From an optimization exercise on the open Yosys and OpenROAD flow, aimed at small area, a short achievable clock period and few clock cycles per item; shortcuts taken in it are not production practice.
In this exercise RTL edits were held to simulation tests only and were not proved equivalent to the original.
Power and IR drop assume default switching activity.

== xenon ==
## MatrixMultiplier
module MatrixMultiplier(
input   wire            CLK,
input   wire            NRST,  
input   wire            START,
input   wire    [7:0]   A,
input   wire    [7:0]   B,
output  wire    [16:0]  OUT,
output  wire            OUT_STROBE
);
wire run, done, idle;
FSM U1(.CLK(CLK), .NRST(NRST), .START(START), .RUN(run), .DONE(done), .IDLE(idle));
Accumulator U3(.CLK(CLK), .CLR(idle), .HOLD(done), .A(A), .B(B), .OUT(OUT));
assign OUT_STROBE = done;
endmodule
export LEC_CHECK = 0
export CAP_MARGIN = 20
export CORE_MARGIN = 2
export CORE_UTILIZATION = 60
export SETUP_SLACK_MARGIN = 2.3
export SLEW_MARGIN = 20
create_clock -name core_clock -period 5.5 [get_ports {CLK}]
standard.sh (not shown) runs the stock make flow with config.mk's settings and CLKGATE_MAP_FILE= SYNTH_SCRIPT=/design/flow/synth_recipe.tcl, a recipe that flattens the netlist after the stock synthesis.
==> flow/flow/run.sh <==
#!/bin/bash
# Standard ORFS layout with two changes:
#  - after the standard synthesis, flow/fapol.py picks each full adder's polarity (a full
#    adder is self-dual) and swaps single-output gates for their complements, so that few
#    inverters remain between adders; registers are untouched;
#  - the port buffers are buf_1 (sized up by repair as needed) instead of the delay-cell
#    buffer that buffer_ports picks by default.
set -euo pipefail
R=orfs/results/sky130hd/MatrixMultiplier/base
bash standard.sh synth > standard_synth.log 2>&1
cp $R/1_2_yosys.v yosys_netlist_orig.v
python3 flow/fapol.py yosys_netlist_orig.v $R/1_2_yosys.v > fapol.log 2>&1
rm -f $R/1_synth.odb $R/1_synth.sdc
bash standard.sh synth > standard_synth2.log 2>&1
bash standard.sh "BUFFER_PORTS_ARGS=-buffer_cell sky130_fd_sc_hd__buf_1" finish > standard_finish.log 2>&1
Other scripts of this flow, unchanged in this note and not shown: flow/flow/fapol.py
In summary, xenon completed successfully, with a layout that passed the timing, design-rule and antenna checks.
Testbench counts of xenon, summed over its fixed seeds: cycles 4,800, items 2,400.
What onyx does differently from xenon at the input level:
Settings: SETUP_SLACK_MARGIN now 2.0, was 2.3.
Findings:
- No stage failed in onyx, and the final checks on the layout all came back clean.
- onyx against xenon; total detailed-routing wirelength is down by more than 10%.
- xenon -> onyx: sequential cell count delta 0, exact match
- Diff onyx..xenon | vertical die dimension | unchanged
- Going from xenon to onyx, sequential cell area shrank slightly.

* * *

== build 19 ==
Another version of the RTL of MatrixMultiplier (not shown whole).
For scale: about 330 cells after synthesis, roughly 28 flip-flops, roughly 37 I/O pins, ~3200 um^2 of cells after synthesis.
export LEC_CHECK = 0
export CAP_MARGIN = 20
export CORE_MARGIN = 2
export CORE_UTILIZATION = 40
export SETUP_SLACK_MARGIN = 1.5
export SLEW_MARGIN = 20
create_clock -name core_clock -period 5.5 [get_ports {CLK}]
==> flow/flow/run.sh <==
#!/bin/bash
# Standard ORFS layout; only the port buffers are the plain buf_1 (sized up by repair as needed)
# instead of the delay-cell buffer buffer_ports picks by default.
set -euo pipefail
bash standard.sh "BUFFER_PORTS_ARGS=-buffer_cell sky130_fd_sc_hd__buf_1" finish > standard_make.log 2>&1
Having completed the whole flow, build 19 delivered a layout that passed the timing, design-rule and antenna checks.
Testbench counts of build 19, summed over its fixed seeds: cycles 4,800, items 2,400.
Setup changes, build 19 to build 97
- clearing SETUP_SLACK_MARGIN, which used to be 1.5
==> flow/run.sh (new file) <==
#!/bin/bash
# synth_recipe.tcl (not shown) runs the flow's synth.tcl, then flattens the netlist and writes it again
# the make line also repeats each setting of config.mk as NAME=value (left out here)
make -C /OpenROAD-flow-scripts/flow DESIGN_CONFIG=/design/flow/config.mk WORK_HOME=/design/flow/orfs CLKGATE_MAP_FILE= SYNTH_SCRIPT=/design/flow/synth_recipe.tcl finish
removed: flow/flow/run.sh
removed: flow/standard.sh
Notes after the runs:
- Build 97 finished all stages; the layout is clean.
- Build 97 vs build 19, post-placement cell area went up by 230 um^2.
- The higher met3 wirelength from detailed routing came out of build 97.
- Die area came out exactly the same in build 19 and build 97.
- Between build 19 and build 97, the flow reports total wirelength of the detailed-routed design increasing slightly.
- [build 97] fraction of area in multi-input gates fell 4.1 points relative to build 19
- Compared with build 19, build 97 ends up with more cell area.
- Higher slew of the pin with the lowest slew margin among build 19 and build 97: build 97
Here is what was changed in the inputs of build 59 compared with build 97.
- SETUP_SLACK_MARGIN now 1.5, previously not set
==> comparison <==
In build 59, the arrival time reported for the critical path endpoint came out 0.29 ns below the value in build 97. Taking build 97 as the reference, in build 59 via count moved up, total standard cell area after synthesis level, internal reg-to-reg setup slack level, synthesis-to-finish area growth moved up.

* * *

MatrixMultiplier with an RTL version that a note above also has.
Design MatrixMultiplier, start of the top module:
module MatrixMultiplier(
input   wire            CLK,
input   wire            NRST,  
input   wire            START,
input   wire    [7:0]   A,
input   wire    [7:0]   B,
output  wire    [16:0]  OUT,
output  wire            OUT_STROBE
);
wire run, done, idle;
FSM U1(.CLK(CLK), .NRST(NRST), .START(START), .RUN(run), .DONE(done), .IDLE(idle));
Accumulator U3(.CLK(CLK), .CLR(idle), .HOLD(done), .A(A), .B(B), .OUT(OUT));
assign OUT_STROBE = done;
endmodule
clock: 5.5 ns
lec_check: 0
cap_margin: 20
core_margin: 2
core_utilization: 70
cts_cluster_diameter: 200
cts_cluster_size: 32
setup_slack_margin: 2.0
slew_margin: 20
tns_end_percent: 20
==> flow/flow/run.sh <==
#!/bin/bash
# Standard ORFS layout with these changes:
#  - flow/fapol.py then picks each full adder's polarity (a full adder is self-dual) and
#    swaps single-output gates for their complements, so that few inverters remain between
#    adders; registers and ports are untouched by both;
#  - the port buffers are buf_1 (sized up by repair as needed) instead of the delay-cell
#    buffer that buffer_ports picks by default.
set -euo pipefail
R=orfs/results/sky130hd/MatrixMultiplier/base
bash standard.sh synth > standard_synth.log 2>&1
cp $R/1_2_yosys.v yosys_netlist_orig.v
python3 flow/unfactor.py yosys_netlist_orig.v netlist_unfactor.v > unfactor.log 2>&1
python3 flow/fapol.py netlist_unfactor.v $R/1_2_yosys.v > fapol.log 2>&1
rm -f $R/1_synth.odb $R/1_synth.sdc
bash standard.sh synth > standard_synth2.log 2>&1
bash standard.sh "BUFFER_PORTS_ARGS=-buffer_cell sky130_fd_sc_hd__buf_1" finish > standard_finish.log 2>&1
Other scripts of this flow, unchanged in this note and not shown: flow/flow/fapol.py, flow/flow/unfactor.py
The first run completed with no timing, DRC or antenna violations.
Testbench counts at the start, summed over its fixed seeds: cycles 4,800, items 2,400.
Change:
Settings changed: CORE_UTILIZATION 70 to 60, CTS_CLUSTER_DIAMETER 200 to unset, CTS_CLUSTER_SIZE 32 to unset, TNS_END_PERCENT 20 to unset.
Effect: Setup slack degrades by 0.0086 ns. Cell area increases by a few percent. Routed wire length climbs by a few percent. Non-clock buffer count rose by 3. Synthesized area is unchanged. First-iteration DRC count fell by about a fifth. Power goes up slightly. Die area came out higher by about a fifth. Global-route usage decreases by 4.3 points. Final cell count increases slightly. Via count went down slightly.
Change:
Settings changed: CORE_UTILIZATION 60 to 70, TNS_END_PERCENT set to 20.
After rerunning: The new run went through all stages and came out clean; synthesized area does not change; power hardly moves; die area came out lower by 14%; setup slack barely changes; sequential power shrinks by about 1%; critical path depth decreases by 1; sequential share of layout area climbs by 0.38 points; design area decreases by 2.4%; count of clock-buffer cells in the layout stays the same; core utilization is higher by 10 points.
Change:
Settings changed: CORE_UTILIZATION 70 to 60, SETUP_SLACK_MARGIN 2.0 to 2.3, TNS_END_PERCENT 20 to unset.
Result:
- cell area climbs by a few percent
- wire length climbs by a few percent
- clock-buffer cell count is unchanged

* * *

old:
RTL: one of the versions met above, not the one the previous note started from.
Size in the first run: about 28 flip-flops, about 3200 µm² of cells after synthesis.
Settings: LEC_CHECK=0, CAP_MARGIN=20, CORE_MARGIN=2, CORE_UTILIZATION=40, SETUP_SLACK_MARGIN=3.0, SLEW_MARGIN=20; clock period 5.5 ns.
run.sh (not shown) runs the stock make flow with config.mk's settings and CLKGATE_MAP_FILE= SYNTH_SCRIPT=/design/flow/synth_recipe.tcl, a recipe that flattens the netlist after the stock synthesis.
Stock flow here: none of the scripts above is used.
Testbench counts of old, summed over its fixed seeds: cycles 4,800, items 2,400.
#### Input delta (new over old)
- changing SETUP_SLACK_MARGIN from 3.0 to 1.5
==> flow/flow/run.sh (new file) <==
#!/bin/bash
# Standard ORFS layout with two changes:
#  - synthesis leaves full and half adders to ABC as plain gates (no ADDER_MAP_FILE);
#  - the port buffers are buf_1 (sized up by repair as needed) instead of the delay-cell
#    buffer that buffer_ports picks by default.
set -euo pipefail
bash standard.sh "ADDER_MAP_FILE=" "BUFFER_PORTS_ARGS=-buffer_cell sky130_fd_sc_hd__buf_1" finish > standard_finish.log 2>&1
==> flow/standard.sh (new file) <==
#!/bin/bash
# synth_recipe.tcl (not shown) runs the flow's synth.tcl, then flattens the netlist and writes it again
# the make line also repeats each setting of config.mk as NAME=value (left out here)
make -C /OpenROAD-flow-scripts/flow DESIGN_CONFIG=/design/flow/config.mk WORK_HOME=/design/flow/orfs CLKGATE_MAP_FILE= SYNTH_SCRIPT=/design/flow/synth_recipe.tcl "${@:-finish}"
removed: flow/run.sh
==> comparison <==
Against old, design area in new fell by a little under 10%.
old vs new, main combinational cell family by area after synthesis: adder cells vs XOR/XNOR gates
Compared with old, new shows wire length higher by 33%.
Diff old -> new | achievable clock frequency | decrease of about 6%
old ended up with fa_1 as its highest-delay cell along the critical path; new ended up with dfxtp_1.
Total power draw was lower in the run labelled new.
Tapcell count in new is 31 higher than in old
old reports its worst setup path endpoint as U3.st_9_1 while new reports OUT[15].
Looking at old and new, the global-route usage is a wash.
In new, the register-to-register slack came out 0.13 ns above the value in old.
Measured against new, the via count of old comes out at 0.66 times the reference value.
In the tables for old and new, power density over cell area reads lower with new.

port drivers added, routing unchanged:
No port has a modelled driver above. Below, the same layouts with a new extraction and two added sets of constraints. Step 1 sets driving cells, clkbuf_16 on the clock port and buf_2 on the other inputs (assumed; they add their load-dependent delay and slew). Step 2 moves the port delays by t, midway between the first and last clock arrival at a register: inputs arrive t later, outputs are due t later. That takes back most of the time a late clock gives input paths. Three values: ideal ports, drivers, drivers and shift; two values: the first two.
run	shift t [ns]	slack for setup (ns)	cell pins on the clock port's net
xenon	0.307	2.178 / 2.183 / 1.875	1
onyx	0.315	2.113 / 2.118 / 1.803	1
build 19	0.305	1.675 / 1.680 / 1.375	1
build 97	0.310	1.324 / 1.329 / 1.019	1
build 59	0.310	1.619 / 1.626 / 1.315	1
the first run of note 3	0.303	2.054 / 2.060 / 1.757	1
the second run of note 3	0.308	2.045 / 2.045 / 1.783	1
the third run of note 3	0.302	2.045 / 2.045 / 1.785	1
the fourth run of note 3	0.312	2.213 / 2.213 / 1.931	1
old	0.312	1.978 / 1.976 / 1.664	1
new	0.320	1.738 / 1.708 / 1.709	1
After both steps setup and hold are still met in every run listed. For old, which loses most, drivers alone change the setup slack by -0.002 ns; drivers and shift together by -0.314 ns.
